From an optimization exercise on the open Yosys and OpenROAD flow, aimed at small area, a short achievable clock period and few clock cycles per item; shortcuts taken in it are not production practice.
Only simulation tests tie the RTL to the original design; equivalence was not proved.

Setup of JK:
==> flow/design.v (excerpt) <==
module fpu_top (
    input clk,                 
    input reset,               
    input control,             
    input [1:0] select,        
    input [31:0] A,            
    input [31:0] B,            
    output [31:0] result,      
    output exception,          
    output zeroDiv,            
    output reg done            
);
Size in the first run: ~3100 cells after synthesis, ~100 I/O pins, about 27000 sq um of cells after synthesis.
clock: 150.0 ns
lec_check: 0
abc_area: 1
cap_margin: 20
core_margin: 2
core_utilization: 45
place_density: 0.6
slew_margin: 20
standard.sh (not shown) runs the stock make flow with config.mk's settings and CLKGATE_MAP_FILE= SYNTH_SCRIPT=/design/flow/synth_recipe.tcl, a recipe that flattens the netlist after the stock synthesis.
==> flow/flow/run.sh <==
#!/bin/bash
# The standard layout (standard.sh) with three changes:
#  - synthesis maps the logic with flow/abc_area.script (ABC's area-oriented
#    mapper, amap) in place of ORFS's abc_area.script.  The rest of synthesis
#    is ORFS's own, run from an unchanged copy of its scripts, so the
#    registers are those of the standard synthesis;
#  - the port buffers are sky130_fd_sc_hd__buf_1 cells instead of the
#    default pick (a larger, slower delay buffer);
#  - ORFS's timing repair (after clock tree synthesis and global routing)
#    works to a setup margin of 118 ns, that is, it repairs the paths longer
#    than 32 ns; the constraints themselves (constraint.sdc) are unchanged.
# make's full output goes to synth.log and finish.log; each ORFS step keeps
# its own log under orfs/logs.
set -euo pipefail
work=$(pwd)
rm -rf "$work/orfs_scripts"
cp -r "$FLOW_HOME/scripts" "$work/orfs_scripts"
cp "$work/flow/abc_area.script" "$work/orfs_scripts/abc_area.script"
ports="BUFFER_PORTS_ARGS=-buffer_cell sky130_fd_sc_hd__buf_1"
bash standard.sh "SCRIPTS_DIR=$work/orfs_scripts" "$ports" synth > synth.log 2>&1
bash standard.sh "$ports" SETUP_SLACK_MARGIN=118 finish > finish.log 2>&1
==> flow/flow/abc_area.script <==
strash
dch -f
amap
topo
stime -c
buffer -c
upsize -c
dnsize -c
Testbench counts of JK, summed over its fixed seeds: cycles 26,295, ops 9,600.
#### Input delta (MS over JK)
==> flow/flow/run.sh <==
#!/bin/bash
# The standard layout (standard.sh), except that the port buffers are
# sky130_fd_sc_hd__buf_1 cells instead of the default pick (a larger, slower
# delay buffer).  make's full output goes to standard.log; each ORFS step keeps
# its own log under orfs/logs.
set -euo pipefail
bash standard.sh "BUFFER_PORTS_ARGS=-buffer_cell sky130_fd_sc_hd__buf_1" finish > standard.log 2>&1
removed: flow/flow/abc_area.script
--- outcome ---
- MS: flow completed, timing, DRC and antenna clean
- Cmp JK and MS / worst setup margin / lower: MS
- Going from JK to MS, number of antenna diodes has decreased; mapped cell area has increased; worst-margin pin slew has decreased; cell count after synthesis has increased.
- For JK, the most common library cell in the layout ignoring fill and taps was sky130_fd_sc_hd__o22ai_1, unlike MS, where it was sky130_fd_sc_hd__nand2_1.
- Looking at width of the die, MS sits above JK.
- Going from JK to MS, clock tree skew after final layout rose by 11 ps; non-clock buffer count shows a reduction of 42; count of clock-buffer cells in the layout now smaller.
> inputs changed (MS -> AL)
==> flow/flow/run.sh <==
#!/bin/bash
# The standard layout (standard.sh) with three changes:
#  - synthesis maps the logic with flow/abc_area.script (ABC's area-oriented
#    mapper, amap) in place of ORFS's abc_area.script.  The rest of synthesis
#    is ORFS's own, run from an unchanged copy of its scripts, so the
#    registers are those of the standard synthesis;
#  - the port buffers are sky130_fd_sc_hd__buf_1 cells instead of the
#    default pick (a larger, slower delay buffer);
#  - ORFS's timing repair (after clock tree synthesis and global routing)
#    works to a setup margin of 119 ns, that is, it repairs the paths longer
#    than 31 ns; the constraints themselves (constraint.sdc) are unchanged.
# make's full output goes to synth.log and finish.log; each ORFS step keeps
# its own log under orfs/logs.
set -euo pipefail
work=$(pwd)
rm -rf "$work/orfs_scripts"
cp -r "$FLOW_HOME/scripts" "$work/orfs_scripts"
cp "$work/flow/abc_area.script" "$work/orfs_scripts/abc_area.script"
ports="BUFFER_PORTS_ARGS=-buffer_cell sky130_fd_sc_hd__buf_1"
bash standard.sh "SCRIPTS_DIR=$work/orfs_scripts" "$ports" synth > synth.log 2>&1
bash standard.sh "$ports" SETUP_SLACK_MARGIN=119 finish > finish.log 2>&1
==> flow/flow/abc_area.script (new file) <==
strash
dch -f
amap
topo
stime -c
buffer -c
upsize -c
dnsize -c
[summary]
Comparing MS and AL, the lower final period utilization is on AL.
Total routing usage reported by global routing in AL is 8.5 points higher than in MS
From MS to AL the numbers moved as follows: share of synthesized area spent on multiplexers shows no meaningful change, maximum number of pins on one net before global-route repair dropped 26, non-clock buffer total of the final layout up 46%.
diff inputs: AL => TR
diff --git a/flow/flow/run.sh b/flow/flow/run.sh
--- a/flow/flow/run.sh
+++ b/flow/flow/run.sh
@@ -2 +2 @@
-# The standard layout (standard.sh) with three changes:
+# The standard layout (standard.sh) with two changes:
@@ -8,4 +8 @@
-#    default pick (a larger, slower delay buffer);
-#  - ORFS's timing repair (after clock tree synthesis and global routing)
-#    works to a setup margin of 119 ns, that is, it repairs the paths longer
-#    than 31 ns; the constraints themselves (constraint.sdc) are unchanged.
+#    default pick (a larger, slower delay buffer).
@@ -21 +18 @@
-bash standard.sh "$ports" SETUP_SLACK_MARGIN=119 finish > finish.log 2>&1
+bash standard.sh "$ports" finish > finish.log 2>&1
==> summary.txt <==
- TR: full flow OK, the timing, design-rule and antenna checks passed
- Number of nets produced by synthesis came out exactly the same in AL and TR.
- Post-route met1 wirelength | TR below AL
- On first-pass GRT wire length, the higher figure sits with AL, not TR.
- Final cell count is higher on AL
- On clock latency of the later-clocked register in the worst-skew pair, AL and TR are basically level.
- Going from AL to TR, share of layout cells above drive strength 1 fell by 4.1 points; slack of the critical path fell by 4400 ps; area growth from synthesis to layout fell by 3.2 points; routed wire length fell by 1.2%; minimum period implied by the final worst setup slack rose by 4400 ps.

## what the ideal ports hide
The flow's constraints put no driver on any port. The routed layouts listed below were extracted and timed again, unchanged, in two steps.
Step 1, drivers: a clkbuf_16 drives clk and a buf_2 each remaining input, both assumed.
Step 2, shift: input delay + t, output delay - t, t = (earliest + latest rising clock arrival at the registers) / 2. This alone moves slack from input paths to output paths.
a / b / c = ideal ports / drivers / drivers and shift; a / b = the first two.
run | shift t [ns] | setup WS [ns] | worst setup path at the end
JK | 0.569 | 118.721 / 118.660 / 118.725 | input to register
MS | 0.581 | 118.581 / 118.511 / 119.093 | register to output
AL | 0.574 | 118.936 / 118.878 / 118.734 | input to register
TR | 0.568 | 114.534 / 114.534 / 114.534 | register to register
After both steps every run listed still meets setup and hold. For AL, which loses most, drivers alone change the setup slack by -0.058 ns; drivers and shift together by -0.202 ns.
